Background: an optimization exercise with open tools, aiming at small area and a short achievable clock period. Do not read the settings as production practice. No functional check of the RTL was part of any run shown here. Power and IR drop assume default switching activity.

$ cat flow/run.sh
#!/bin/bash
# synth_recipe.tcl (not shown) runs the flow's synth.tcl, then flattens the netlist and writes it again
# the make line also repeats each setting of config.mk as NAME=value (left out here)
make -C /OpenROAD-flow-scripts/flow DESIGN_CONFIG=/design/flow/config.mk WORK_HOME=/design/flow/orfs CLKGATE_MAP_FILE= SYNTH_SCRIPT=/design/flow/synth_recipe.tcl finish
$ cat flow/config.mk
export PLATFORM = sky130hd
export DESIGN_NAME = M216A_TopModule
export DESIGN_NICKNAME = M216A_TopModule
export VERILOG_FILES = /design/flow/design.v
export SDC_FILE = /design/flow/constraint.sdc
export NUM_CORES = 4
export LEC_CHECK = 0
export ABC_AREA = 1
export CAP_MARGIN = 20
export CORE_MARGIN = 2
export CORE_UTILIZATION = 40
export SLEW_MARGIN = 20
$ cat flow/constraint.sdc
create_clock -name core_clock -period 3.3 [get_ports {clk_i}]
set_input_delay 0.6600 -clock core_clock [delete_from_list [all_inputs] [get_ports {clk_i}]]
set_output_delay 0.6600 -clock core_clock [all_outputs]
set_load 0.01 [all_outputs]
$ cat flow/design.v
`timescale 1ns / 100ps
`timescale 1ns / 100ps
`timescale 1ns / 100ps
`timescale 1ns / 100ps
`timescale 1ns / 100ps
`timescale 1ns / 100ps
`timescale 1ns / 100ps
`timescale 1ns / 100ps
`timescale 1ns / 100ps
`timescale 1ns / 100ps
`timescale 1ns / 100ps
`timescale 1ns / 100ps
module M216A_TopModule(
    input           clk_i,
    input           rst_i,
    input  [4 : 0]  width_i,
    input  [4 : 0]  height_i,
    output [7 : 0]  index_x_o,
    output [7 : 0]  index_y_o,
    output [3 : 0]  strike_o
);
    reg  [1:0] ph;
    reg  [1:0] warm;           
    reg  [3:0] h_q;            
    reg  [3:0] w_q;            
    reg  [6:0] a_q, b_q, c_q;
    reg  [6:0] mn_q;
    reg  [1:0] idx_q;
    reg  [6:0] nocc_q;
    reg        strike_q;
    reg  [6:0] x_q;
    reg  [6:0] y_q;
    reg        s_q;
    reg  [3:0] cnt_q;
    wire [6:0] occ [1:13];
    wire [12:0] won;
    wire ph0  = (ph == 2'd0);
    wire live = ph0 & warm[1];
    wire nrst = ~rst_i;
    wire k4  = (h_q == 4'd4);
    wire k5  = (h_q == 4'd5);
    wire k6  = (h_q == 4'd6);
    wire k7  = (h_q == 4'd7);
    wire k8  = (h_q == 4'd8);
    wire k9  = (h_q == 4'd9);
    wire k10 = (h_q == 4'd10);
    wire k11 = (h_q == 4'd11);
    wire k12 = (h_q == 4'd12);
    wire k13 = ~(k4 | k5 | k6 | k7 | k8 | k9 | k10 | k11 | k12);
    wire [12:0] sel0 = {k13, 1'b0, 1'b0, k4, k12, k5, k11, k6, k10, k7, k9, 1'b0, k8};
    wire [12:0] sel1 = {1'b0, k13, 1'b0, 1'b0, k11, k4, k10, k5, k9, k6, 1'b0, k8, k7};
    wire [12:0] sel2 = {1'b0, 1'b0, k13, 1'b0, 1'b0, 1'b0, 1'b0, 1'b0, 1'b0, 1'b0, k8, k7, 1'b0};
    wire has1 = ~k12;
    wire has2 = k7 | k8 | k13;
    wire [6:0] ys [1:13];
    assign ys[1]  = 7'd0;
    assign ys[2]  = 7'd8;
    assign ys[3]  = 7'd16;
    assign ys[4]  = 7'd25;
    assign ys[5]  = 7'd32;
    assign ys[6]  = 7'd42;
    assign ys[7]  = 7'd48;
    assign ys[8]  = 7'd59;
    assign ys[9]  = 7'd64;
    assign ys[10] = 7'd76;
    assign ys[11] = 7'd80;
    assign ys[12] = 7'd96;
    assign ys[13] = 7'd112;
    reg  [6:0] rd0, rd1, rd2, ywin;
    integer i;
    always @(*) begin
        rd0 = 7'd0;
        rd1 = 7'd0;
        rd2 = 7'd0;
        ywin = 7'd0;
        for (i = 1; i <= 13; i = i + 1) begin
            rd0 = rd0 | (occ[i] & {7{sel0[i-1]}});
            rd1 = rd1 | (occ[i] & {7{sel1[i-1]}});
            rd2 = rd2 | (occ[i] & {7{sel2[i-1]}});
            ywin = ywin | (ys[i] & {7{won[i-1]}});
        end
    end
    function lt7;
        input [6:0] a;
        input [6:0] b;
        integer k;
        reg r;
        begin
            r = 1'b0;
            for (k = 0; k < 7; k = k + 1)
                r = (~a[k] & b[k]) | ((~a[k] | b[k]) & r);
            lt7 = r;
        end
    endfunction
    wire b_lt_a = lt7(b_q, a_q);
    wire c_lt_a = lt7(c_q, a_q);
    wire c_lt_b = lt7(c_q, b_q);
    wire pick_c = has2 & c_lt_a & c_lt_b;
    wire pick_b = has1 & b_lt_a & ~pick_c;
    wire [6:0] mn_d = pick_c ? c_q : pick_b ? b_q : a_q;
    wire [1:0] idx_d = {pick_c, pick_b};
    wire [4:0] w5  = {(w_q == 4'd0), w_q};
    wire [7:0] sum = {1'b0, mn_q} + {3'b000, w5};
    assign won = (sel0 & {13{idx_q == 2'd0}}) | (sel1 & {13{idx_q[0]}}) | (sel2 & {13{idx_q[1]}});
    wire       ld_out = rst_i | live;
    wire       keep   = nrst & ~strike_q;
    wire [6:0] nocc_r = nocc_q & {7{nrst}};
    always @(posedge clk_i) begin
        a_q <= rd0;
        b_q <= rd1;
        c_q <= rd2;
        mn_q <= mn_d;
        idx_q <= idx_d;
        nocc_q <= sum[6:0] | {7{sum[7]}};
        strike_q <= (sum > 8'd128);
        ph <= (ph + 2'd1) & {2{nrst}};
        if (rst_i | (ph0 & ~warm[1]))
            warm <= (warm + 2'd1) & {2{nrst}};
        if (ld_out) begin
            x_q <= mn_q & {7{keep}};
            y_q <= ywin & {7{keep}};
            s_q <= strike_q & nrst;
        end
        if (rst_i | (live & strike_q))
            cnt_q <= (cnt_q + 4'd1) & {4{nrst}};
        if (ph0) begin
            h_q <= height_i[3:0];
            w_q <= width_i[3:0];
        end
    end
    genvar g;
    generate
        for (g = 1; g <= 13; g = g + 1) begin : strip
            reg [6:0] v;
            always @(posedge clk_i)
                if (rst_i | (live & ~strike_q & won[g-1]))
                    v <= nocc_r;
            assign occ[g] = v;
        end
    endgenerate
    assign index_x_o = {s_q, x_q};
    assign index_y_o = {s_q, y_q};
    assign strike_o  = cnt_q;
endmodule
==> results of run 1 <==
-- worst paths after layout --
| kind | from | endpoint | slack (ps) |
|---|---|---|---|
| setup / recovery | h_q[3]$_DFFE_PN_ | strip[4].v[0]$_DFFE_PP_ | 810 |
| hold / removal | ph[0]$_DFF_P_ | ph[0]$_DFF_P_ | 410 |
| setup reg to reg | h_q[3]$_DFFE_PN_ | strip[4].v[0]$_DFFE_PP_ | 810 |
| hold reg to reg | ph[0]$_DFF_P_ | ph[0]$_DFF_P_ | 410 |
-- metrics by stage --
step | setup WS [ps] | area, sq um | instances | util
floorplan | 1160 | 6930 | 676 | -
global placement | 872 | 7550 | 933 | 0.441
detailed placement | 857 | 7550 | 933 | 0.441
CTS | 823 | 8190 | 965 | 0.478
global route | 646 | 8190 | 965 | 0.478
finish | 807 | 8190 | 965 | 0.478
-- per-layer routing --
metal | share of wire | GRT usage | vias up
met5 | 0 | 0 | -
met1 | 0.44 | 0.283 | 2427
li1 | - | - | 2394
met2 | 0.50 | 0.343 | 152
met3 | 0.055 | 0.0344 | 16
met4 | 0.012 | 0.0677 | 0
-- Yosys cell counts (all sizes together) --
master,instances,area share
o2111ai,3,0.0038
o21ai,38,0.027
a21oi,16,0.012
buf,12,0.013
xor2,4,0.0051
inv,130,0.071
nand3,39,0.031
or3,1,0.00090
a311oi,3,0.0038
o221ai,5,0.0063
nor4,4,0.0036
clkbuf,9,0.0049
nand2,127,0.072
fa,1,0.0029
a31oi,2,0.0040
dfxtp,40,0.12
edfxtp,120,0.52
nor2,58,0.034
nand4,5,0.0045
a211oi,3,0.0033
nor3,3,0.0022
o211ai,5,0.0054
ha,7,0.013
o22ai,32,0.029
o31ai,1,0.0011
a41oi,4,0.0051
xnor2,1,0.0013
a221oi,3,0.0047
-- where the power goes --
| part | switching (mW) | total (mW) | internal [mW] |
|---|---|---|---|
| Combinational | 0.986 | 1.50 | 0.512 |
| Clock | 0.797 | 2.03 | 1.23 |
| Sequential | 0.226 | 2.95 | 2.73 |
| Total | 2.01 | 6.48 | 4.47 |
-- state kept, by name, summed over array words and instances (netlist names), 2 cells and up --
name     count
a_q          7
b_q          7
c_q          7
cnt_q        4
h_q          4
idx_q        2
mn_q         7
nocc_q       7
ph           2
strip.v     91
w_q          4
warm         2
x_q          7
y_q          7
-- area by class of cell --
| cell class | instances | area (sq um) |
|---|---|---|
| Multi-Input combinational cell | 365 | 1910 |
| Sequential cell | 160 | 4400 |
| Inverter | 130 | 490 |
| Clock inverter | 7 | 53.8 |
| Fill cell | 1582 | 8930 |
| Timing Repair Buffer | 53 | 470 |
| Clock buffer | 25 | 581 |
| Tap cell | 225 | 282 |
-- logic make-up (layout without fill, tap and decap cells) --
logic type,Yosys count,in the layout
XOR/XNOR,5,5
flip-flops,160,160
adder cells (fa/ha/maj),8,8
AO/OA/AOI/OAI,115,115
buffers and inverters,151,215
AND/OR/NAND/NOR,237,237
==> impl_metrics.csv, run 1 <==
group,metric,value,unit
routing,first_pass_iters,5,
critical_path,cp_max_fo,15,
cts,ctsResizeCount,0,
synth,syn_inst,676,
placed_design,gp_routability_congestion,0.895,
pwr,power.leakage,3.41,nW
finish,area_growth,18.2,%
floorplan,io_pins,32,
flow_run,max_cap_violations,0,
pwr,power,6.48,mW
global_route,grt_antenna_before_repair,0,
status,status,"timing/DRC/antenna clean",
pwr,irDropWorstVdd,0.414,mV
synth,syn_area,6930,sq um
floorplan,die_h,136,microns
sta,finalHoldViolCount,0,
floorplan,start_util,0.405,
sta,max_freq,401,MHz
synth,syn_area_per_cell,10.2,sq um
cts,clock_latency,430,ps
critical_path,path_buf_inv,2,
finish,drive_gt1_frac,0.0973,
synth,synth_compound_area_frac,0.105,
critical_path,reg2reg_depth,6,
critical_path,crit_family,"simple AND/OR/NAND/NOR gates",
critical_path,path_cells,"nor2_4 -> nand2_1 -> o22ai_1 -> inv_1 -> o21ai_0 -> buf_4",
synth,yosys.area_share.simple,0.148,
floorplan,core,17100,sq um
synth,synth_top_family_by_area,"simple AND/OR/NAND/NOR gates",
sta,holdWs,410,ps
routing,ant_nets,0,
critical_path,cp.depth,6,
routing,wire_per_inst,18.8,microns
sta,rsz0062_at_grt,"false",
finish,mostFrequentLayoutCells,"inv_1, nand2_1, edfxtp_1",
critical_path,critPathKind,"flop to flop",
routing,dr.first_iter.drc_count,415,
sta,tns,0,ps
synth,synth_nets,696,
global_route,grt_pass1_wl,27900,microns
critical_path,cp.required,3440,ps
critical_path,worstSetupStartpointType,"flop",
floorplan,row_count,48,
floorplan,die_x,136,microns
cts,cts_buffer_depth,2,
synth,synth_mux_area_frac,0,
cts,cts.htree.levels,4,
hold_path,worstHoldPathCells,1,
global_route,grt.total_usage,0.209,
synth,synthAdderAreaFrac,0.0155,
hold_path,hp-class,"flop to flop",
cts,cts_buffers,17,
pwr,p_per_area,791,nW/um^2
cts,clk_pin_slew,60,ps
critical_path,slowest_delay,460,ps
sta,finClkSkew,20.9,ps
sta,worst_slew_pin_slew,702,ps
finish,final_common_cell,"inv_1",
synth,yosysSeqAreaShare,0.636,
critical_path,critPathCaptureType,"flop",
routing,vias_per_cell,5.17,
cts,ctsHoldBuffers,0,
sta,maxSlewViolCount,0,
cts,postCtsSetupBuffers,0,
global_route,grt_pass1_vias,4688,
critical_path,arrival,2630,ps
finish,fin_nets,747,
placed_design,portBuffers,29,
routing,drt_wl_total,18200,microns
cts,tritoncts,"built",
critical_path,critical_path.slowest_cell,"edfxtp_1",
sta,fin_crit,2490,ps
sta,setup_viol,0,
synth,ys_ff_latch,160,
placed_design,dp_hpwl,12900,microns
finish,diodes,0,
synth,synth_xor_area_frac,0.00632,
global_route,grt_max_degree,23,
synth,yosys_warnings,1,
routing,drc,0,
routing,vias,4989,
cts,cts.sinks,160,
global_route,gr-total-overflow,0,
sta,relSlewSlack,0.527,
floorplan,dieArea,18400,sq um
synth,synth_cell_types,42,
cts,clockRootBuffer,"clkbuf_16",
sta,min_period_over_period,0.756,
==> inputs of run 2 (changes only) <==
--- a/flow/config.mk
+++ b/flow/config.mk
@@ -10,3 +10,4 @@
 export CORE_MARGIN = 2
 export CORE_UTILIZATION = 40
+export SETUP_SLACK_MARGIN = 1.6
 export SLEW_MARGIN = 20
==> impl_metrics.csv, run 2 <==
group,metric,value,unit
status,status,"timing/DRC/antenna clean",
pwr,power.leakage,4.11,nW
global_route,grt_pass1_vias,5281,
routing,ant_nets,0,
synth,synth_area_leaders,"edfxtp_1, dfxtp_1, inv_1",
sta,finalHoldViolCount,0,
sta,max_freq,492,MHz
synth,syn_inst,676,
critical_path,cp.required,3400,ps
hold_path,worstHoldPathCells,1,
floorplan,row_count,48,
critical_path,critPathCaptureType,"flop",
sta,fin_crit,2030,ps
hold_path,hp-class,"flop to flop",
critical_path,critPathKind,"flop to flop",
finish,largest_register_ffs,91,
sta,finClkSkew,12.0,ps
routing,dr_wl_met2,10500,microns
cts,clock_latency,430,ps
global_route,grt_max_degree,17,
synth,yosys_warnings,1,
routing,first_pass_iters,6,
routing,dr_wl_met3,1110,microns
cts,cts_buffer_depth,2,
cts,cts.sinks,160,
global_route,grt.total_usage,0.219,
synth,synth_flop_cell,"edfxtp_1",
synth,synth_edf_count,120,
sta,min_period_over_period,0.616,
synth,synth_nets,696,
cts,clk_pin_slew,70,ps
synth,async_reset_ff_frac,0,
global_route,grt_antenna_before_repair,0,
pwr,p_per_area,703,nW/um^2
routing,dr.max_layer_used,"met4",
critical_path,slowest_delay,520,ps
critical_path,cp_max_fo,7,
floorplan,dieArea,18400,sq um
routing,drt_wl_total,21000,microns
sta,maxSlewViolCount,0,
synth,yosysSeqAreaShare,0.636,
finish,fin_nets,839,
critical_path,worstReg2RegStart,"h_q[1]$_DFFE_PN_",
global_route,grt_pass1_wl,29800,microns
floorplan,die_h,136,microns
finish,mostFrequentLayoutCells,"edfxtp_1, inv_1, nand2_1",
critical_path,reg2reg_depth,7,
finish,area_growth,45.0,%
synth,syn_area_per_cell,10.2,sq um
floorplan,core,17100,sq um
finish,drive_gt1_frac,0.374,
synth,syn_area,6930,sq um
sta,setup_viol,0,
cts,cts_buffers,17,
placed_design,dp_hpwl,12700,microns
flow_run,max_cap_violations,0,
floorplan,start_util,0.405,
cts,cts.htree.levels,4,
finish,final_common_cell,"edfxtp_1",
synth,synth_common_cells,"inv_1, nand2_1, edfxtp_1",
routing,dr.first_iter.drc_count,575,
cts,ctsHoldBuffers,0,
routing,drc,0,
sta,worst_slew_pin_slew,808,ps
routing,vias,5623,
global_route,gr-total-overflow,0,
critical_path,critical_path.slowest_cell,"edfxtp_1",
critical_path,arrival,2140,ps
pwr,irDropWorstVdd,0.455,mV
critical_path,worstSetupStartpointType,"flop",
synth,synth_most_common_cell,"inv_1",
finish,final_area,10000,sq um
cts,tritoncts,"built",
critical_path,worstSetupStartpoint,"h_q[1]$_DFFE_PN_",
routing,vias_per_cell,5.32,
floorplan,die_x,136,microns
synth,yosysTopAreaCellShare,0.520,
sta,relSlewSlack,0.461,
placed_design,portBuffers,29,
cts,clockRootBuffer,"clkbuf_16",
placed_design,gp_routability_congestion,0.895,
routing,wire_per_inst,19.9,microns
sta,tns,0,ps
placed_design,dpl_cell_area,7620,sq um
synth,yosys.area.top_type,"edfxtp_1",
critical_path,path_cells,"inv_1 -> nor2_4 -> nand2_1 -> buf_6 -> o22ai_4 -> inv_2 -> o21ai_4",
routing,m1WireLength,8720,microns
synth,ys_ff_latch,160,
finish,diodes,0,
hold_path,hold_start,"ph[0]$_DFF_P_",
sta,rsz0062_at_grt,"true",
synth,synth_cell_types,42,
finish,max_flop_register,"strip.v",
floorplan,io_pins,32,
==> run 2: cell types whose count changed in the layout (fill, tap and decap cells not counted), sizes merged <==
cell and delta:
clkbuf -1, clkinv +6, clkdlybuf4s15 +1, buf +101, nand3 +1, clkinvlp +3, nand2 +1, clkdlybuf4s50 -20
==> run 2: repair_timing <==
item,in CTS,in global routing
pin swaps,49,52
resized for setup,188,103
setup endpoints to repair,188,167
buffers inserted,69,30
endpoints found under the hold margin,0,0
cloned,3,2
==> run 2: where the power goes <==
| part | switching, mW | internal (mW) | total [mW] |
|---|---|---|---|
| Combinational | 1.38 | 0.852 | 2.23 |
| Clock | 0.860 | 0.988 | 1.85 |
| Sequential | 0.259 | 2.73 | 2.99 |
| Total | 2.50 | 4.57 | 7.06 |
==> run 2: path summary, 6_finish.rpt <==
path	end	slack, ps
worst max-delay path	strip[5].v[5]$_DFFE_PP_	1270
worst min-delay path	ph[0]$_DFF_P_	430
worst min register to register	ph[0]$_DFF_P_	430
worst max register to register	strip[5].v[5]$_DFFE_PP_	1270
==> run 2: cell type report <==
type                            count  area (sq um)
Clock buffer                       18           429
Clock inverter                     14           128
Fill cell                        1331          7080
Inverter                          130           527
Multi-Input combinational cell    367          2820
Sequential cell                   160          4400
Tap cell                          225           282
Timing Repair Buffer              141          1420
Timing Repair inverter              2          27.5
==> run 2: layer usage <==
metal / vias up / track usage
met4: 0 / 0.0723
met1: 2727 / 0.287
met2: 245 / 0.366
met3: 56 / 0.0434
li1: 2595 / -
met5: - / 0
==> run 2: critical path, delay by kind of cell, from the launching register on <==
kind	cells	cell delay, ps
DFF	1	520
buffers and inverters	3	400
and+or+nand+nor	2	400
AOI/OAI and AO/OA	2	370
==> run 2: kinds of logic (layout without fill, tap and decap cells) <==
group | count (synthesis) | in the layout | synth area share
compound gates | 115 | 115 | 0.105
fa+ha+maj | 8 | 8 | 0.0155
flops | 160 | 160 | 0.636
simple gates | 237 | 239 | 0.148
xor+xnor | 5 | 5 | 0.00632
buf+inv | 151 | 305 | 0.0885
==> run 2: stage by stage <==
step | setup slack, ps | instances | total power [mW] | hold WS, ps | utilization
6_report | 1270 | 1057 | 7.06 | 434 | 0.587
5_1_grt | 1230 | 1057 | 7.40 | 449 | 0.587
4_1_cts | 1390 | 1025 | 6.73 | 437 | 0.545
3_5_place_dp | 870 | 921 | 4.49 | 427 | 0.445
3_3_place_gp | 893 | 921 | 4.45 | 394 | 0.445
2_1_floorplan | 1540 | 676 | 3.95 | 386 | -
==> inputs of run 3 (changes only) <==
--- a/flow/config.mk
+++ b/flow/config.mk
@@ -10,4 +10,6 @@
 export CORE_MARGIN = 2
 export CORE_UTILIZATION = 40
+export CTS_BUF_LIST = sky130_fd_sc_hd__clkbuf_4 sky130_fd_sc_hd__clkbuf_8
+export CTS_CLUSTER_SIZE = 30
 export SETUP_SLACK_MARGIN = 1.6
 export SLEW_MARGIN = 20
==> impl_metrics.csv, run 3 <==
group,metric,value,unit
finish,final_cells,1042,
sta,tns,0,ps
synth,synth_edf_count,120,
sta,min_period_over_period,0.599,
cts,cts.sinks,160,
hold_path,hp-class,"flop to flop",
floorplan,die_h,136,microns
sta,finalHoldViolCount,0,
finish,largest_register_ffs,91,
routing,first_pass_iters,6,
synth,yosys.area.top_type,"edfxtp_1",
pwr,p_int,4.08,mW
critical_path,arrival,2260,ps
floorplan,core,17100,sq um
routing,vias_per_cell,5.23,
global_route,gr-total-overflow,0,
finish,drive_gt1_frac,0.340,
synth,yosysTopAreaCellShare,0.520,
synth,yosys_warnings,1,
finish,max_flop_register,"strip.v",
pwr,combPwrFrac,0.330,
critical_path,rrSetupSlack,1320,ps
routing,drt_wl_total,20100,microns
global_route,grt.total_usage,0.219,
cts,tritoncts,"built",
critical_path,worstSetupStartpointType,"flop",
floorplan,die_x,136,microns
critical_path,crit_family,"buffers and inverters",
finish,fin_nets,824,
pwr,swShare,0.367,
pwr,p_seq_frac,0.461,
sta,relSlewSlack,0.513,
routing,ant_nets,0,
sta,maxSlewViolCount,0,
sta,rsz0062_at_grt,"true",
floorplan,start_util,0.405,
placed_design,dpl.cell_count,921,
global_route,grt_antenna_before_repair,0,
synth,syn_inst,676,
critical_path,slowest_delay,480,ps
pwr,switchingPower,2.36,mW
global_route,grt.met2_usage,0.366,
cts,clock_latency,470,ps
global_route,grt_pass1_vias,5188,
critical_path,critical_path.most_common_cell,"buf_6",
sta,max_freq,506,MHz
critical_path,critPathCaptureType,"flop",
sta,worst_slew_pin_slew,730,ps
status,status,"timing/DRC/antenna clean",
synth,syn_area,6930,sq um
synth,synth_most_common_cell,"inv_1",
finish,final_common_cell,"edfxtp_1",
routing,drc,0,
cts,cts.htree.levels,4,
cts,cts_buffers,17,
pwr,irDropWorstVdd,0.331,mV
pwr,p_clk_frac,0.210,
routing,wire_per_inst,19.3,microns
routing,vias,5452,
synth,synth_flop_cell,"edfxtp_1",
critical_path,critPathKind,"flop to flop",
synth,synth_cell_types,42,
global_route,busiest_layer,"met2",
finish,diodes,0,
global_route,grt_use_met1,0.287,
pwr,p_per_area,680,nW/um^2
finish,area_growth,36.9,%
sta,fin_crit,1980,ps
critical_path,path_buf_inv,4,
finish,mostFrequentLayoutCells,"edfxtp_1, inv_1, nand2_1",
pwr,power.leakage,3.91,nW
synth,syn_area_per_cell,10.2,sq um
sta,finClkSkew,11.8,ps
critical_path,path_cells,"buf_6 -> inv_2 -> nor2_4 -> nand2_2 -> buf_6 -> buf_12 -> nor2_1 -> a311oi_2 -> nand4_1",
placed_design,gp_routability_congestion,0.895,
sta,holdWs,431,ps
cts,cts_buffer_depth,2,
synth,ys_ff_latch,160,
global_route,grt_pass1_wl,29700,microns
placed_design,portBuffers,29,
cts,clk_pin_slew,100,ps
flow_run,max_cap_violations,0,
cts,clockRootBuffer,"clkbuf_8",
floorplan,dieArea,18400,sq um
floorplan,io_pins,32,
critical_path,cp_max_fo,6,
critical_path,critical_path.slowest_cell,"edfxtp_1",
synth,synth_area_leaders,"edfxtp_1, dfxtp_1, inv_1",
critical_path,cp.required,3580,ps
global_route,use_met3,0.0397,
finish,utilization,0.554,
floorplan,row_count,48,
routing,dr.first_iter.drc_count,472,
synth,synth_common_cells,"inv_1, nand2_1, edfxtp_1",
synth,synth_nets,696,
sta,setup_viol,0,
placed_design,dp_hpwl,12700,microns
global_route,grt_max_degree,17,
synth,async_reset_ff_frac,0,
synth,yosysSeqAreaShare,0.636,
-- run 3: stage by stage --
step	total power, mW	instance area [sq um]	setup slack (ps)
2_1_floorplan	3.95	7100	1540
3_3_place_gp	4.45	7620	893
3_5_place_dp	4.49	7620	870
4_1_cts	6.08	8830	1380
5_1_grt	6.79	9480	1280
6_report	6.45	9480	1320
-- run 3: final timing paths --
kind,startpoint,endpoint,depth (start not counted)
setup / recovery,h_q[0]$_DFFE_PN_,b_q[0]$_DFF_P_,9
hold / removal,ph[0]$_DFF_P_,ph[0]$_DFF_P_,1
setup reg to reg,h_q[0]$_DFFE_PN_,b_q[0]$_DFF_P_,9
hold reg to reg,ph[0]$_DFF_P_,ph[0]$_DFF_P_,1
-- run 3: power groups by stage --
| stage | logic (mW) | registers [mW] | clock network (mW) |
|---|---|---|---|
| final | 2.12 | 2.97 | 1.35 |
| after global routing | 2.32 | 3.02 | 1.45 |
| after CTS | 1.77 | 2.95 | 1.36 |
| after detailed placement | 1.50 | 2.99 | 0 |
| after global placement | 1.47 | 2.98 | 0 |
| after floorplan | 1.01 | 2.93 | 0 |
-- run 3: repair_timing --
item | in CTS | in global routing
cloned | 6 | 1
hold buffers | 0 | 0
setup endpoints to repair | 188 | 145
setup buffers | 53 | 29
pin swaps | 35 | 47
gates resized for setup | 165 | 83
-- run 3: kinds of logic after synthesis --
| logic type | after synthesis | share of synthesized area |
|---|---|---|
| AOI/OAI and AO/OA | 115 | 0.105 |
| xor gates and xnor gates | 5 | 0.00632 |
| adders and majority gates | 8 | 0.0155 |
| buffers and inverters | 151 | 0.0885 |
| DFF | 160 | 0.636 |
| and+or+nand+nor | 237 | 0.148 |
-- run 3: final cells by class --
cell class	count	area, sq um
repair buffers	123	1190
multi-input cells	370	2690
clock inverters	14	128
flip-flops and latches	160	4400
repair inverters	2	20.0
fillers	1417	7630
inverters	130	527
clock buffers	18	241
well taps	225	282
-- run 3: routing by layer --
| metal | routed length [microns] | share of wire |
|---|---|---|
| met5 | 0 | 0 |
| met1 | 8680 | 0.43 |
| met3 | 1080 | 0.054 |
| met4 | 426 | 0.021 |
| met2 | 9940 | 0.49 |
==> inputs of run 4 (changes only) <==
--- a/flow/design.v
+++ b/flow/design.v
@@ -26,5 +26,6 @@
     reg  [6:0] a_q, b_q, c_q;
     reg  [6:0] mn_q;
-    reg  [1:0] idx_q;
+    reg  [3:0] id_q;           
+    reg        clr;            
     reg  [6:0] nocc_q;
     reg        strike_q;
@@ -53,4 +54,12 @@
     wire has1 = ~k12;
     wire has2 = k7 | k8 | k13;
+    wire [3:0] id0 = ({4{k4}}  & 4'd10) | ({4{k5}}  & 4'd8) | ({4{k6}}  & 4'd6) |
+                     ({4{k7}}  & 4'd4)  | ({4{k8}}  & 4'd1) | ({4{k9}}  & 4'd3) |
+                     ({4{k10}} & 4'd5)  | ({4{k11}} & 4'd7) | ({4{k12}} & 4'd9) |
+                     ({4{k13}} & 4'd13);
+    wire [3:0] id1 = ({4{k4}}  & 4'd8)  | ({4{k5}}  & 4'd6) | ({4{k6}}  & 4'd4) |
+                     ({4{k7}}  & 4'd1)  | ({4{k8}}  & 4'd2) | ({4{k9}}  & 4'd5) |
+                     ({4{k10}} & 4'd7)  | ({4{k11}} & 4'd9) | ({4{k13}} & 4'd12);
+    wire [3:0] id2 = ({4{k7}}  & 4'd2)  | ({4{k8}}  & 4'd3) | ({4{k13}} & 4'd11);
     wire [6:0] ys [1:13];
     assign ys[1]  = 7'd0;
@@ -99,11 +108,16 @@
     wire pick_b = has1 & b_lt_a & ~pick_c;
     wire [6:0] mn_d = pick_c ? c_q : pick_b ? b_q : a_q;
-    wire [1:0] idx_d = {pick_c, pick_b};
+    wire [3:0] id_d = pick_c ? id2 : pick_b ? id1 : id0;
     wire [4:0] w5  = {(w_q == 4'd0), w_q};
     wire [7:0] sum = {1'b0, mn_q} + {3'b000, w5};
-    assign won = (sel0 & {13{idx_q == 2'd0}}) | (sel1 & {13{idx_q[0]}}) | (sel2 & {13{idx_q[1]}});
+    genvar g;
+    generate
+        for (g = 1; g <= 13; g = g + 1) begin : dec
+            assign won[g-1] = (id_q == g);
+        end
+    endgenerate
     wire       ld_out = rst_i | live;
     wire       keep   = nrst & ~strike_q;
-    wire [6:0] nocc_r = nocc_q & {7{nrst}};
+    wire [6:0] nocc_r = nocc_q & {7{~clr}};
     always @(posedge clk_i) begin
         a_q <= rd0;
@@ -111,5 +125,5 @@
         c_q <= rd2;
         mn_q <= mn_d;
-        idx_q <= idx_d;
+        id_q <= id_d;
         nocc_q <= sum[6:0] | {7{sum[7]}};
         strike_q <= (sum > 8'd128);
@@ -117,4 +131,5 @@
         if (rst_i | (ph0 & ~warm[1]))
             warm <= (warm + 2'd1) & {2{nrst}};
+        clr <= rst_i | ~warm[1];
         if (ld_out) begin
             x_q <= mn_q & {7{keep}};
@@ -129,10 +144,9 @@
         end
     end
-    genvar g;
     generate
         for (g = 1; g <= 13; g = g + 1) begin : strip
             reg [6:0] v;
             always @(posedge clk_i)
-                if (rst_i | (live & ~strike_q & won[g-1]))
+                if (clr | (live & ~strike_q & won[g-1]))
                     v <= nocc_r;
             assign occ[g] = v;
--- a/flow/config.mk
+++ b/flow/config.mk
@@ -12,4 +12,5 @@
 export CTS_BUF_LIST = sky130_fd_sc_hd__clkbuf_4 sky130_fd_sc_hd__clkbuf_8
 export CTS_CLUSTER_SIZE = 30
-export SETUP_SLACK_MARGIN = 1.6
+export SETUP_SLACK_MARGIN = 1.7
 export SLEW_MARGIN = 20
+export TNS_END_PERCENT = 0
==> impl_metrics.csv, run 4 <==
group,metric,value,unit
status,status,"timing/DRC/antenna clean",
synth,yosys.area.top_type,"edfxtp_1",
routing,wire_per_inst,19.5,microns
sta,fin_crit,1910,ps
pwr,power.leakage,3.41,nW
synth,synth_edf_count,120,
critical_path,worstSetupStartpointType,"flop",
sta,min_period_over_period,0.580,
synth,syn_inst,650,
sta,max_freq,523,MHz
pwr,p_per_area,775,nW/um^2
routing,vias,5161,
finish,mostFrequentLayoutCells,"edfxtp_1, nand2_1, inv_1",
sta,finClkSkew,13.9,ps
critical_path,arrival,2170,ps
global_route,gr-total-overflow,0,
global_route,grt.total_usage,0.211,
global_route,grt_pass1_vias,5098,
floorplan,core,16700,sq um
finish,diodes,0,
synth,synth_cell_types,39,
global_route,grt_max_degree,23,
sta,worst_slew_pin_slew,1090,ps
critical_path,slowest_delay,490,ps
finish,largest_register_ffs,91,
floorplan,die_x,135,microns
routing,dr.first_iter.drc_count,497,
cts,cts_buffers,17,
finish,area_growth,22.6,%
synth,syn_area_per_cell,10.6,sq um
synth,synth_common_cells,"nand2_1, edfxtp_1, inv_1",
cts,cts_buffer_depth,2,
cts,clock_latency,460,ps
synth,synth_most_common_cell,"nand2_1",
cts,cts.sinks,163,
flow_run,max_cap_violations,0,
synth,async_reset_ff_frac,0,
routing,vias_per_cell,5.40,
synth,yosysSeqAreaShare,0.648,
pwr,power,6.55,mW
sta,maxSlewViolCount,0,
cts,ctsHoldBuffers,0,
synth,syn_area,6890,sq um
global_route,grt_antenna_before_repair,0,
sta,rsz0062_at_grt,"true",
floorplan,row_count,47,
cts,clockRootBuffer,"clkbuf_8",
critical_path,critical_path.slowest_cell,"edfxtp_1",
routing,first_pass_iters,6,
cts,tritoncts,"built",
placed_design,portBuffers,29,
global_route,grt_pass1_wl,28600,microns
critical_path,cp.required,3550,ps
placed_design,gp_routability_congestion,0.892,
sta,tns,0,ps
finish,fin_nets,742,
placed_design,dp_hpwl,12400,microns
synth,synth_flop_cell,"edfxtp_1",
synth,yosys_warnings,1,
hold_path,hp-class,"flop to flop",
routing,ant_nets,0,
sta,finalHoldViolCount,0,
floorplan,start_util,0.412,
floorplan,die_h,135,microns
finish,final_common_cell,"edfxtp_1",
synth,synth_nets,670,
finish,max_flop_register,"strip.v",
critical_path,critPathKind,"flop to flop",
floorplan,io_pins,32,
critical_path,critPathCaptureType,"flop",
routing,drc,0,
floorplan,dieArea,18300,sq um
critical_path,path_cells,"inv_2 -> nor2_4 -> nand2_2 -> buf_6 -> clkinvlp_4 -> a221oi_2 -> nand4_1",
sta,relSlewSlack,0.270,
synth,yosysTopAreaCellShare,0.523,
cts,clk_pin_slew,90,ps
routing,drt_wl_total,18700,microns
critical_path,cp_max_fo,8,
synth,synth_area_leaders,"edfxtp_1, dfxtp_1, nand2_1",
synth,ys_ff_latch,163,
sta,setup_viol,0,
pwr,irDropWorstVdd,0.476,mV
finish,drive_gt1_frac,0.193,
cts,cts.htree.levels,4,
## run 4: cell types whose count changed in the layout (fill, tap and decap cells not counted), moves of 7 or more
cell             delta
a221oi_2            +9
inv_1              -13
nand2_2             -7
nor2_1             +14
buf_4              -22
nand2_1            +19
buf_6              -17
nand3_1            -17
clkdlybuf4s15_1    +13
buf_12             -15
a21oi_1            +11
a221oi_1           +10
buf_2              -20
## run 4: area by class of cell
type / instances / area [sq um]
Clock inverter: 13 / 109
Timing Repair Buffer: 68 / 619
Inverter: 112 / 438
Multi-Input combinational cell: 360 / 2290
Sequential cell: 163 / 4460
Tap cell: 220 / 275
Fill cell: 1492 / 8250
Clock buffer: 19 / 249
## run 4: logic make-up after synthesis
| family | after synthesis | share of synthesized area |
|---|---|---|
| AOI/OAI and AO/OA | 121 | 0.118 |
| adders and majority gates | 8 | 0.0156 |
| xor gates and xnor gates | 5 | 0.00636 |
| and+or+nand+nor | 224 | 0.137 |
| buffers and inverters | 129 | 0.0741 |
| DFF | 163 | 0.648 |
## run 4: repair_timing
item,CTS,global route
endpoints found under the setup margin,195,222
gates cloned,2,0
gates resized for setup,90,6
buffers inserted,27,3
pin swaps,16,4
## run 4: path summary, 6_finish.rpt
check | start | to | slack (ps) | cells past startpoint
max reg2reg | h_q[0]$_DFFE_PN_ | b_q[1]$_DFF_P_ | 1390 | 7
max | h_q[0]$_DFFE_PN_ | b_q[1]$_DFF_P_ | 1390 | 7
min reg2reg | ph[0]$_DFF_P_ | ph[0]$_DFF_P_ | 410 | 1
min | ph[0]$_DFF_P_ | ph[0]$_DFF_P_ | 410 | 1
## run 4: worst max-delay path, delay by kind of cell (launching register included)
kind | cells | cell delay [ps]
buffers and inverters | 3 | 500
DFF | 1 | 490
and+or+nand+nor | 3 | 380
AOI/OAI and AO/OA | 1 | 340
## run 4: layer usage
| layer | vias to the layer above | share of wire | GRT usage |
|---|---|---|---|
| li1 | 2398 | - | - |
| met1 | 2491 | 0.44 | 0.286 |
| met2 | 223 | 0.46 | 0.331 |
| met3 | 49 | 0.070 | 0.0441 |
| met4 | 0 | 0.032 | 0.0914 |
| met5 | - | 0 | 0 |
## run 4: metrics by stage
| step | cells | hold slack [ps] | setup WS (ps) | area (sq um) | utilization |
|---|---|---|---|---|---|
| after floorplan | 650 | 386 | 1680 | 7030 | - |
| after global placement | 890 | 394 | 1040 | 7550 | 0.452 |
| after detailed placement | 891 | 395 | 1010 | 7560 | 0.453 |
| after CTS | 952 | 408 | 1510 | 8400 | 0.503 |
| after global routing | 955 | 450 | 1400 | 8450 | 0.506 |
| final | 955 | 410 | 1390 | 8450 | 0.506 |
## run 4: where the power goes
group	switching [mW]	internal [mW]
Combinational	1.29	0.674
Sequential	0.343	2.88
Clock	0.749	0.611
==> inputs of run 5 (changes only) <==
--- a/flow/config.mk
+++ b/flow/config.mk
@@ -14,3 +14,3 @@
 export SETUP_SLACK_MARGIN = 1.7
 export SLEW_MARGIN = 20
-export TNS_END_PERCENT = 0
+export TNS_END_PERCENT = 5
==> impl_metrics.csv, run 5 <==
group,metric,value,unit
global_route,gr-total-overflow,0,
placed_design,portBuffers,29,
routing,vias_per_cell,5.34,
cts,cts_buffer_depth,2,
synth,synth_edf_count,120,
synth,yosys_warnings,1,
floorplan,start_util,0.412,
synth,synth_most_common_cell,"nand2_1",
pwr,irDropWorstVdd,0.435,mV
critical_path,critical_path.slowest_cell,"edfxtp_1",
critical_path,critPathKind,"flop to flop",
critical_path,critPathCaptureType,"flop",
sta,tns,0,ps
pwr,power.leakage,3.53,nW
synth,synth_flop_cell,"edfxtp_1",
pwr,p_seq_frac,0.477,
global_route,grt_max_degree,23,
placed_design,post-place-ws,1040,ps
sta,maxSlewViolCount,0,
finish,max_flop_register,"strip.v",
pwr,swShare,0.369,
finish,diodes,0,
floorplan,row_count,47,
cts,tritoncts,"built",
synth,syn_area_per_cell,10.6,sq um
global_route,grt_pass1_vias,5042,
sta,fin_ws,1450,ps
status,status,"timing/DRC/antenna clean",
sta,finClkSkew,13.3,ps
routing,drt_wl_total,18900,microns
pwr,p_per_area,765,nW/um^2
flow_run,max_cap_violations,0,
cts,cts_buffers,17,
sta,worst_slew_pin_slew,1140,ps
cts,ctsHoldBuffers,0,
sta,min_period_over_period,0.561,
global_route,grt_antenna_before_repair,1,
routing,wire_per_inst,19.4,microns
sta,setup_viol,0,
cts,cts.sinks,163,
critical_path,crit_family,"compound AO/OA/AOI/OAI gates",
floorplan,die_h,135,microns
global_route,grt_pass1_wl,27900,microns
sta,rsz0062_at_grt,"true",
routing,dr.first_iter.drc_count,395,
critical_path,cp.required,3610,ps
floorplan,die_x,135,microns
cts,clockRootBuffer,"clkbuf_8",
finish,largest_register_ffs,91,
synth,synth_common_cells,"nand2_1, edfxtp_1, inv_1",
critical_path,worstSetupStartpointType,"flop",
synth,yosys.area.top_type,"edfxtp_1",
finish,drive_gt1_frac,0.245,
synth,syn_area,6890,sq um
critical_path,path_buf_inv,3,
finish,fin_nets,762,
critical_path,path_cells,"buf_6 -> buf_6 -> nand2_8 -> nor2_4 -> buf_2 -> a221oi_1 -> o2111ai_2",
sta,max_freq,540,MHz
critical_path,slowest_delay,500,ps
critical_path,arrival,2160,ps
routing,ant_nets,0,
sta,finalHoldViolCount,0,
synth,async_reset_ff_frac,0,
routing,vias,5206,
finish,fillers,1458,
synth,yosysTopAreaCellShare,0.523,
synth,yosysSeqAreaShare,0.648,
critical_path,critical_path.most_common_cell,"buf_6",
floorplan,dieArea,18300,sq um
finish,area_growth,28.3,%
global_route,grt.total_usage,0.208,
critical_path,cp_max_fo,5,
pwr,p_int,4.27,mW
hold_path,hp-class,"flop to flop",
pwr,switchingPower,2.49,mW
floorplan,core,16700,sq um
synth,synth_area_leaders,"edfxtp_1, dfxtp_1, nand2_1",
sta,holdWs,422,ps
synth,synth_nets,670,
pwr,p_clk_frac,0.209,
sta,relSlewSlack,0.238,
placed_design,gp_routability_congestion,0.880,
cts,clock_latency,460,ps
synth,synth_cell_types,39,
cts,cts.htree.levels,4,
routing,first_pass_iters,5,
placed_design,dp_hpwl,12100,microns
floorplan,io_pins,32,
cts,clk_pin_slew,90,ps
synth,ys_ff_latch,163,
finish,mostFrequentLayoutCells,"nand2_1, edfxtp_1, inv_1",
pwr,combPwrFrac,0.314,
synth,syn_inst,650,
routing,drc,0,
sta,fin_crit,1850,ps
==> run 5: final timing paths <==
check              startpoint             end  slack, ps  cells past startpoint
max reg2reg  h_q[0]$_DFFE_PN_  a_q[4]$_DFF_P_       1450                      7
max          h_q[0]$_DFFE_PN_  a_q[4]$_DFF_P_       1450                      7
min reg2reg     ph[0]$_DFF_P_   ph[0]$_DFF_P_        420                      1
min             ph[0]$_DFF_P_   ph[0]$_DFF_P_        420                      1
==> run 5: kinds of logic (layout without fill, tap and decap cells) <==
logic type,count (synthesis),in the layout,share of synthesized area
buf+inv,129,233,0.0741
fa+ha+maj,8,8,0.0156
compound gates,121,121,0.118
xor+xnor,5,5,0.00636
flops,163,163,0.648
simple gates,224,225,0.137
==> run 5: through the flow <==
stage | area, sq um | utilization | power [mW] | instances
final | 8840 | 0.529 | 6.76 | 975
after global routing | 8840 | 0.529 | 7.15 | 975
after CTS | 8450 | 0.506 | 6.59 | 954
after detailed placement | 7550 | 0.452 | 5.00 | 889
after global placement | 7550 | 0.452 | 4.98 | 889
after floorplan | 7040 | - | 4.37 | 650
==> run 5: per-layer routing <==
layer / GRT usage / up-vias / part of all wire
met3: 0.0501 / 42 / 0.071
met2: 0.341 / 214 / 0.48
met5: 0 / - / 0.00042
li1: - / 2437 / -
met1: 0.272 / 2511 / 0.42
met4: 0.0706 / 2 / 0.029
==> run 5: cell type report <==
cell class                 instances  area [sq um]  area share
inverter                         112           460      0.0521
clock buffer                      17           234      0.0265
timing repair buffer              89           798      0.0903
tap                              220           275      0.0311
sequential                       163          4460       0.505
clock inverter                    15           145      0.0164
multi-input combinational        359          2460       0.278
==> run 5: power groups by stage <==
stage          Sequential (mW)  Clock, mW  Combinational, mW
6_report                  3.23       1.41               2.12
5_1_grt                   3.28       1.52               2.34
4_1_cts                   3.20       1.43               1.95
3_5_place_dp              3.23          0               1.77
3_3_place_gp              3.22          0               1.76
2_1_floorplan             3.15          0               1.22
==> run 5: worst register-to-register path, stage by stage, from the launching register on <==
cell       delay, ps
edfxtp_1         500
buf_6            170
buf_6            130
nand2_8           80
nor2_4            50
buf_2            180
a221oi_1         390
o2111ai_2        210
==> run 5: repair_timing <==
item / 4_1_cts / 5_1_grt
cloned: 1 / 3
buffers inserted: 32 / 18
gates resized for setup: 106 / 50
setup endpoints to repair: 208 / 222
pin swaps: 17 / 24
==> inputs of run 6 (changes only) <==
--- a/flow/design.v
+++ b/flow/design.v
@@ -22,12 +22,10 @@
     reg  [1:0] ph;
     reg  [1:0] warm;           
+    reg        clr;            
     reg  [3:0] h_q;            
     reg  [3:0] w_q;            
     reg  [6:0] a_q, b_q, c_q;
-    reg  [6:0] mn_q;
-    reg  [3:0] id_q;           
-    reg        clr;            
-    reg  [6:0] nocc_q;
-    reg        strike_q;
+    reg        pb_q, pc_q;
+    reg  [7:0] sum_q;
     reg  [6:0] x_q;
     reg  [6:0] y_q;
@@ -35,5 +33,4 @@
     reg  [3:0] cnt_q;
     wire [6:0] occ [1:13];
-    wire [12:0] won;
     wire ph0  = (ph == 2'd0);
     wire live = ph0 & warm[1];
@@ -54,12 +51,5 @@
     wire has1 = ~k12;
     wire has2 = k7 | k8 | k13;
-    wire [3:0] id0 = ({4{k4}}  & 4'd10) | ({4{k5}}  & 4'd8) | ({4{k6}}  & 4'd6) |
-                     ({4{k7}}  & 4'd4)  | ({4{k8}}  & 4'd1) | ({4{k9}}  & 4'd3) |
-                     ({4{k10}} & 4'd5)  | ({4{k11}} & 4'd7) | ({4{k12}} & 4'd9) |
-                     ({4{k13}} & 4'd13);
-    wire [3:0] id1 = ({4{k4}}  & 4'd8)  | ({4{k5}}  & 4'd6) | ({4{k6}}  & 4'd4) |
-                     ({4{k7}}  & 4'd1)  | ({4{k8}}  & 4'd2) | ({4{k9}}  & 4'd5) |
-                     ({4{k10}} & 4'd7)  | ({4{k11}} & 4'd9) | ({4{k13}} & 4'd12);
-    wire [3:0] id2 = ({4{k7}}  & 4'd2)  | ({4{k8}}  & 4'd3) | ({4{k13}} & 4'd11);
+    wire [12:0] won = (sel0 & {13{~pb_q & ~pc_q}}) | (sel1 & {13{pb_q}}) | (sel2 & {13{pc_q}});
     wire [6:0] ys [1:13];
     assign ys[1]  = 7'd0;
@@ -102,30 +92,19 @@
         end
     endfunction
-    wire b_lt_a = lt7(b_q, a_q);
-    wire c_lt_a = lt7(c_q, a_q);
-    wire c_lt_b = lt7(c_q, b_q);
-    wire pick_c = has2 & c_lt_a & c_lt_b;
-    wire pick_b = has1 & b_lt_a & ~pick_c;
-    wire [6:0] mn_d = pick_c ? c_q : pick_b ? b_q : a_q;
-    wire [3:0] id_d = pick_c ? id2 : pick_b ? id1 : id0;
-    wire [4:0] w5  = {(w_q == 4'd0), w_q};
-    wire [7:0] sum = {1'b0, mn_q} + {3'b000, w5};
-    genvar g;
-    generate
-        for (g = 1; g <= 13; g = g + 1) begin : dec
-            assign won[g-1] = (id_q == g);
-        end
-    endgenerate
-    wire       ld_out = rst_i | live;
-    wire       keep   = nrst & ~strike_q;
-    wire [6:0] nocc_r = nocc_q & {7{~clr}};
+    wire pc_d = has2 & lt7(c_q, a_q) & lt7(c_q, b_q);
+    wire pb_d = has1 & lt7(b_q, a_q) & ~pc_d;
+    wire [6:0] mn = pc_q ? c_q : pb_q ? b_q : a_q;
+    wire [4:0] w5 = {(w_q == 4'd0), w_q};
+    wire strike = sum_q[7] & (sum_q[6:0] != 7'd0);
+    wire [6:0] nocc_r = (sum_q[6:0] | {7{sum_q[7]}}) & {7{~clr}};
+    wire ld_out = rst_i | live;
+    wire keep   = nrst & ~strike;
     always @(posedge clk_i) begin
         a_q <= rd0;
         b_q <= rd1;
         c_q <= rd2;
-        mn_q <= mn_d;
-        id_q <= id_d;
-        nocc_q <= sum[6:0] | {7{sum[7]}};
-        strike_q <= (sum > 8'd128);
+        pb_q <= pb_d;
+        pc_q <= pc_d;
+        sum_q <= {1'b0, mn} + {3'b000, w5};
         ph <= (ph + 2'd1) & {2{nrst}};
         if (rst_i | (ph0 & ~warm[1]))
@@ -133,9 +112,9 @@
         clr <= rst_i | ~warm[1];
         if (ld_out) begin
-            x_q <= mn_q & {7{keep}};
+            x_q <= mn & {7{keep}};
             y_q <= ywin & {7{keep}};
-            s_q <= strike_q & nrst;
+            s_q <= strike & nrst;
         end
-        if (rst_i | (live & strike_q))
+        if (rst_i | (live & strike))
             cnt_q <= (cnt_q + 4'd1) & {4{nrst}};
         if (ph0) begin
@@ -144,9 +123,10 @@
         end
     end
+    genvar g;
     generate
         for (g = 1; g <= 13; g = g + 1) begin : strip
             reg [6:0] v;
             always @(posedge clk_i)
-                if (clr | (live & ~strike_q & won[g-1]))
+                if (clr | (live & ~strike & won[g-1]))
                     v <= nocc_r;
             assign occ[g] = v;
--- a/flow/config.mk
+++ b/flow/config.mk
@@ -14,3 +14,3 @@
 export SETUP_SLACK_MARGIN = 1.7
 export SLEW_MARGIN = 20
-export TNS_END_PERCENT = 5
+export TNS_END_PERCENT = 0
==> impl_metrics.csv, run 6 <==
group,metric,value,unit
synth,syn_area_per_cell,10.4,sq um
placed_design,gp_routability_congestion,0.895,
sta,finClkSkew,11.8,ps
floorplan,row_count,47,
routing,first_pass_iters,5,
routing,wire_per_inst,18.7,microns
critical_path,cp_max_fo,9,
synth,ys_ff_latch,154,
synth,synth_flop_cell,"edfxtp_1",
synth,yosys.area.top_type,"edfxtp_1",
sta,fin_crit,1900,ps
sta,fin_ws,1400,ps
global_route,grt_pass1_wl,26700,microns
hold_path,hp-class,"flop to flop",
placed_design,dpl.cell_count,887,
floorplan,die_h,134,microns
routing,ant_nets,0,
global_route,grt.total_usage,0.201,
sta,setup_viol,0,
flow_run,max_cap_violations,0,
finish,final_area,8560,sq um
synth,synth_nets,670,
floorplan,io_pins,32,
floorplan,start_util,0.408,
synth,synth_edf_count,120,
critical_path,worstSetupStartpoint,"h_q[0]$_DFFE_PN_",
global_route,grt_antenna_before_repair,0,
critical_path,critical_path.slowest_cell,"edfxtp_1",
critical_path,critPathCapture,"strip[4].v[2]$_DFFE_PP_",
sta,max_freq,526,MHz
finish,diodes,0,
routing,vias,5048,
pwr,p_per_area,744,nW/um^2
critical_path,cp.required,3470,ps
finish,fin_nets,750,
placed_design,portBuffers,29,
finish,utilization,0.518,
cts,clk_pin_slew,70,ps
sta,maxSlewViolCount,0,
pwr,p_seq_frac,0.473,
pwr,p_clk_frac,0.209,
floorplan,die_x,134,microns
critical_path,rrSetupSlack,1400,ps
critical_path,worstSetupStartpointType,"flop",
sta,rsz0062_at_grt,"true",
sta,finalHoldViolCount,0,
floorplan,dieArea,17900,sq um
critical_path,path_cells,"nor2_2 -> nand2_4 -> o22ai_2 -> inv_1 -> o21ai_4 -> buf_12",
cts,ctsHoldBuffers,0,
cts,tritoncts,"built",
synth,syn_inst,650,
sta,worst_slew_pin_slew,1100,ps
finish,final_common_cell,"edfxtp_1",
cts,cts_buffer_depth,2,
synth,yosys_warnings,1,
finish,mostFrequentLayoutCells,"edfxtp_1, nand2_1, inv_1",
critical_path,critPathKind,"flop to flop",
pwr,swShare,0.339,
critical_path,critPathCaptureType,"flop",
synth,synth_most_common_cell,"edfxtp_1",
synth,yosysSeqAreaShare,0.635,
routing,dr.first_iter.drc_count,443,
global_route,grt_pass1_vias,4812,
finish,top_regs,"strip.v: 91 flops, sum_q: 8 flops",
routing,vias_per_cell,5.24,
finish,largest_register_ffs,91,
sta,relSlewSlack,0.266,
status,status,"timing/DRC/antenna clean",
routing,drc,0,
routing,drt_wl_total,18000,microns
sta,holdWs,412,ps
critical_path,reg2reg_depth,6,
sta,tns,0,ps
placed_design,dp_hpwl,11900,microns
sta,min_period_over_period,0.576,
synth,async_reset_ff_frac,0,
floorplan,core,16500,sq um
placed_design,post-place-ws,913,ps
hold_path,worstHoldPathCells,1,
critical_path,worstReg2RegStart,"h_q[0]$_DFFE_PN_",
cts,cts_buffers,17,
cts,cts.htree.levels,4,
finish,max_flop_register,"strip.v",
cts,clock_latency,450,ps
cts,cts.sinks,154,
critical_path,slowest_delay,480,ps
finish,fillers,1427,
global_route,grt_max_degree,22,
cts,clockRootBuffer,"clkbuf_8",
critical_path,arrival,2070,ps
pwr,power.leakage,3.40,nW
hold_path,hold_start,"ph[0]$_DFF_P_",
pwr,switchingPower,2.16,mW
finish,final_cells,963,
pwr,irDropWorstVdd,0.429,mV
critical_path,r2r_end,"strip[4].v[2]$_DFFE_PP_",
pwr,power,6.37,mW
finish,drive_gt1_frac,0.213,
pwr,p_int,4.21,mW
synth,syn_area,6750,sq um
pwr,combPwrFrac,0.318,
synth,synth_common_cells,"edfxtp_1, nand2_1, inv_1",
synth,yosysTopAreaCellShare,0.534,
synth,synth_cell_types,40,
synth,synth_area_leaders,"edfxtp_1, dfxtp_1, nand2_1",
placed_design,dpl_cell_area,7400,sq um
global_route,gr-total-overflow,0,
finish,area_growth,26.9,%
==> run 6: cell count changes after synthesis, moves of 8 or more <==
cell      previous run  this run
dfxtp_1             43        34
o211ai_1             0        12
o21ai_0             30        43
nor2_1              60        44
a221oi_1            24         5
nand2_1            127       119
o21ai_1              1         9
==> run 6: power by group through the flow <==
| stage | sequential (mW) | combinational, mW | clock, mW |
|---|---|---|---|
| after detailed placement | 3.04 | 1.60 | 0 |
| after floorplan | 2.97 | 1.12 | 0 |
| after global placement | 3.02 | 1.58 | 0 |
| after global routing | 3.07 | 2.21 | 1.44 |
| after CTS | 3.00 | 1.84 | 1.35 |
| final | 3.01 | 2.02 | 1.33 |
==> run 6: per-layer routing <==
layer  global-route usage  vias to the layer above  part of all wire
met5                    0                        -                 0
met1                0.278                     2460              0.44
li1                     -                     2391                 -
met4               0.0579                        0             0.014
met3               0.0442                       21             0.071
met2                0.321                      176              0.48
==> run 6: cell families (layout without fill, tap and decap cells) <==
group | Yosys count | after routing | synth area share
flops | 154 | 154 | 0.635
xor+xnor | 7 | 7 | 0.00909
buf+inv | 135 | 228 | 0.0835
simple gates | 207 | 207 | 0.131
fa+ha+maj | 8 | 8 | 0.0160
compound gates | 139 | 139 | 0.125
==> run 6: timing repair <==
item	4_1_cts	5_1_grt
buffers inserted	24	18
setup endpoints to repair	187	201
resized for setup	65	34
gates cloned	1	1
pin swaps	21	28
==> run 6: area by class of cell <==
class / instances / area (sq um) / share of cell area
Clock inverter: 4 / 43.8 / 0.00512
Timing Repair Buffer: 82 / 838 / 0.0980
Multi-Input combinational cell: 361 / 2320 / 0.271
Clock buffer: 28 / 323 / 0.0377
Tap cell: 220 / 275 / 0.0322
Sequential cell: 154 / 4290 / 0.502
Inverter: 113 / 459 / 0.0537
Timing Repair inverter: 1 / 5.00 / 0.000585
==> run 6: critical path, delay by kind of cell, from the launching register on <==
family | cells | cell delay (ps)
AOI/OAI and AO/OA | 2 | 350
buffers and inverters | 2 | 250
and+or+nand+nor | 2 | 550
DFF | 1 | 480
==> run 6: worst min path at each step <==
| stage | slack [ps] | endpoint |
|---|---|---|
| global placement | 390 | ph[0]$_DFF_P_ |
| finish | 410 | ph[0]$_DFF_P_ |
| global route | 450 | ph[0]$_DFF_P_ |
| floorplan | 390 | ph[0]$_DFF_P_ |
| CTS | 410 | ph[0]$_DFF_P_ |
| detailed placement | 400 | ph[0]$_DFF_P_ |
==> inputs of run 7 (changes only) <==
--- a/flow/config.mk
+++ b/flow/config.mk
@@ -10,6 +10,7 @@
 export CORE_MARGIN = 2
 export CORE_UTILIZATION = 40
-export CTS_BUF_LIST = sky130_fd_sc_hd__clkbuf_4 sky130_fd_sc_hd__clkbuf_8
-export CTS_CLUSTER_SIZE = 30
+export CTS_BUF_LIST = sky130_fd_sc_hd__clkbuf_16
+export CTS_CLUSTER_DIAMETER = 200
+export CTS_CLUSTER_SIZE = 40
 export SETUP_SLACK_MARGIN = 1.7
 export SLEW_MARGIN = 20
==> impl_metrics.csv, run 7 <==
group,metric,value,unit
hold_path,hp-class,"flop to flop",
critical_path,path_cells,"buf_4 -> nor2_4 -> buf_4 -> nand2_8 -> buf_4 -> o22ai_4 -> inv_1 -> o21ai_4 -> buf_12",
sta,worst_slew_pin_slew,1050,ps
routing,dr_wl_met2,8660,microns
finish,area_growth,29.0,%
sta,setup_viol,0,
global_route,grt_antenna_before_repair,0,
critical_path,critPathKind,"flop to flop",
routing,drc,0,
synth,synth_nets,670,
critical_path,rrSetupSlack,1370,ps
synth,ys_ff_latch,154,
hold_path,hold_start,"ph[0]$_DFF_P_",
sta,tns,0,ps
finish,fin_nets,755,
sta,fin_crit,1930,ps
synth,yosys.area_share.simple,0.131,
synth,synth_most_common_cell,"edfxtp_1",
critical_path,cp.required,3440,ps
placed_design,post-place-ws,913,ps
status,status,"timing/DRC/antenna clean",
synth,synth_cell_types,40,
finish,max_flop_register,"strip.v",
finish,largest_register_ffs,91,
critical_path,critPathCaptureType,"flop",
cts,clockRootBuffer,"clkbuf_16",
critical_path,critical_path.slowest_cell,"edfxtp_1",
floorplan,die_h,134,microns
critical_path,arrival,2070,ps
pwr,power.leakage,3.48,nW
routing,vias,5065,
synth,synth_edf_count,120,
floorplan,dieArea,17900,sq um
synth,yosys.area.top_type,"edfxtp_1",
global_route,grt_pass1_vias,4811,
cts,cts_buffer_depth,2,
floorplan,io_pins,32,
routing,dr.max_layer_used,"met4",
global_route,grt_max_degree,22,
sta,min_period_over_period,0.585,
placed_design,dp_hpwl,11900,microns
routing,ant_nets,0,
floorplan,start_util,0.408,
sta,fin_ws,1370,ps
critical_path,reg2reg_depth,9,
synth,syn_area,6750,sq um
routing,first_pass_iters,5,
critical_path,r2r_end,"strip[4].v[2]$_DFFE_PP_",
floorplan,row_count,47,
synth,syn_area_per_cell,10.4,sq um
synth,synth_xor_area_frac,0.00909,
critical_path,worstReg2RegStart,"h_q[3]$_DFFE_PN_",
synth,syn_inst,650,
finish,drive_gt1_frac,0.199,
cts,cts_buffers,17,
global_route,grt_pass1_wl,26700,microns
routing,dr_wl_met3,1030,microns
finish,top_regs,"strip.v: 91 flops, sum_q: 8 flops",
pwr,irDropWorstVdd,0.430,mV
cts,clock_latency,420,ps
global_route,gr-total-overflow,0,
routing,m1WireLength,7990,microns
sta,relSlewSlack,0.298,
cts,tritoncts,"built",
routing,vias_per_cell,5.23,
flow_run,max_cap_violations,0,
sta,finClkSkew,9.05,ps
placed_design,gp_routability_congestion,0.895,
critical_path,crit_family,"buffers and inverters",
synth,synthAdderAreaFrac,0.0160,
synth,yosysSeqAreaShare,0.635,
critical_path,critical_path.most_common_cell,"buf_4",
finish,diodes,0,
cts,cts.htree.levels,4,
sta,maxSlewViolCount,0,
synth,synth_common_cells,"edfxtp_1, nand2_1, inv_1",
sta,rsz0062_at_grt,"true",
placed_design,portBuffers,29,
global_route,grt.total_usage,0.201,
finish,mostFrequentLayoutCells,"edfxtp_1, inv_1, nand2_1",
pwr,p_per_area,772,nW/um^2
cts,ctsHoldBuffers,0,
routing,drt_wl_total,17900,microns
synth,synth_compound_area_frac,0.125,
cts,cts.sinks,154,
sta,finalHoldViolCount,0,
hold_path,worstHoldPathCells,1,
synth,yosys_warnings,1,
cts,clk_pin_slew,60,ps
hold_path,holdPathEnd,"ph[0]$_DFF_P_",
synth,synth_flop_cell,"edfxtp_1",
synth,synth_mux_area_frac,0,
routing,wire_per_inst,18.4,microns
finish,final_common_cell,"edfxtp_1",
routing,dr.first_iter.drc_count,567,
critical_path,worstSetupStartpointType,"flop",
critical_path,path_buf_inv,5,
synth,synth_area_leaders,"edfxtp_1, dfxtp_1, nand2_1",
synth,async_reset_ff_frac,0,
synth,yosysTopAreaCellShare,0.534,
floorplan,die_x,134,microns
synth,synth_top_family_by_area,"simple AND/OR/NAND/NOR gates",
sta,max_freq,518,MHz
critical_path,cp_max_fo,8,
critical_path,slowest_delay,400,ps
floorplan,core,16500,sq um
==> run 7: cell families (layout without fill, tap and decap cells) <==
family	Yosys count	count (layout)
AOI/OAI and AO/OA	139	139
DFF	154	154
xor gates and xnor gates	7	7
buffers and inverters	135	233
and+or+nand+nor	207	207
adders and majority gates	8	8
==> run 7: area by class of cell <==
class                   instances  area (sq um)
fillers                      1395          7820
flip-flops and latches        154          4290
multi-input cells             361          2310
repair buffers                 87           850
inverters                     113           459
clock buffers                  17           425
well taps                     220           275
clock inverters                15          85.1
repair inverters                1          5.00
==> run 7: worst register-to-register path, delay by kind of cell (launching register included) <==
kind,cells,cell delay (ps)
AO/OA/AOI/OAI,2,300
AND/OR/NAND/NOR,2,210
flip-flops,1,400
buffers and inverters,5,720
==> run 7: timing repair <==
item / in CTS / in global routing
setup endpoints to repair: 187 / 202
resized for setup: 62 / 29
cloned: 1 / 0
setup buffers: 23 / 25
pin swaps: 16 / 27
==> run 7: routing by layer <==
layer,vias to the layer above,GRT usage
met5,-,0
met4,0,0.0691
met3,18,0.0404
met2,158,0.321
met1,2492,0.277
li1,2397,-
==> run 7: power breakdown <==
part	total [mW]	switching, mW	leakage [nW]	internal [mW]
Sequential	3.01	0.269	1.61	2.74
Combinational	2.01	1.25	1.58	0.764
Clock	1.69	0.693	0.288	0.997
==> run 7: how the worst max path moves through the flow <==
stage                                          to             start  slack, ps  depth (start not counted)
final                     strip[4].v[2]$_DFFE_PP_  h_q[3]$_DFFE_PN_       1370                          9
after floorplan                  sum_q[6]$_DFF_P_      pb_q$_DFF_P_       1460                         11
after detailed placement         x_q[5]$_DFFE_PP_             rst_i        910                          3
after CTS                        sum_q[6]$_DFF_P_      pb_q$_DFF_P_       1400                         11
after global routing      strip[4].v[6]$_DFFE_PP_  h_q[3]$_DFFE_PN_       1300                          9
after global placement           x_q[6]$_DFFE_PP_             rst_i        930                          3
==> run 7: through the flow <==
| stage | utilization | hold slack [ps] | area (sq um) | total power, mW | cells |
|---|---|---|---|---|---|
| floorplan | - | 386 | 6910 | 4.08 | 650 |
| global placement | 0.448 | 393 | 7400 | 4.60 | 887 |
| detailed placement | 0.448 | 400 | 7400 | 4.63 | 887 |
| CTS | 0.505 | 409 | 8350 | 6.56 | 943 |
| global route | 0.527 | 443 | 8700 | 7.08 | 968 |
| finish | 0.527 | 410 | 8700 | 6.72 | 968 |

## what the ideal ports hide
No port has a modelled driver above. Below, the same layouts with a new extraction and two added sets of constraints. Step 1 (the two cells are an assumption about what drives the block):
set clk [get_ports {clk_i}]
set_driving_cell -lib_cell sky130_fd_sc_hd__clkbuf_16 $clk
set_driving_cell -lib_cell sky130_fd_sc_hd__buf_2 [delete_from_list [all_inputs] $clk]
Step 2 adds t to the input delays and takes it off the output delays; t is the mean of the earliest and latest rising clock arrival at the registers after step 1. Input paths then give back, and output paths get back, about the clock's delay inside the block. Three values: ideal, step 1, step 2; two values: the first two.
run	t, ns	setup WS [ns]	worst setup path after step 2	worst slew at a driven data input, ns	cell pins on the clock port's net
run 1	0.467	0.807 / 0.807 / 0.807	register to register	0.04	1
run 2	0.473	1.268 / 1.268 / 1.048	input to register	0.03	1
run 3	0.503	1.324 / 1.324 / 0.950	input to register	0.03	1
run 4	0.489	1.386 / 1.386 / 1.090	input to register	0.04	1
run 5	0.494	1.448 / 1.448 / 1.088	input to register	0.03	1
run 6	0.485	1.398 / 1.398 / 0.980	input to register	0.05	1
run 7	0.463	1.370 / 1.370 / 1.105	input to register	0.05	1
After both steps every run listed still meets setup and hold. The setup slack of run 6, which loses most, moves by 0.000 ns with the drivers and by -0.418 ns with both steps.
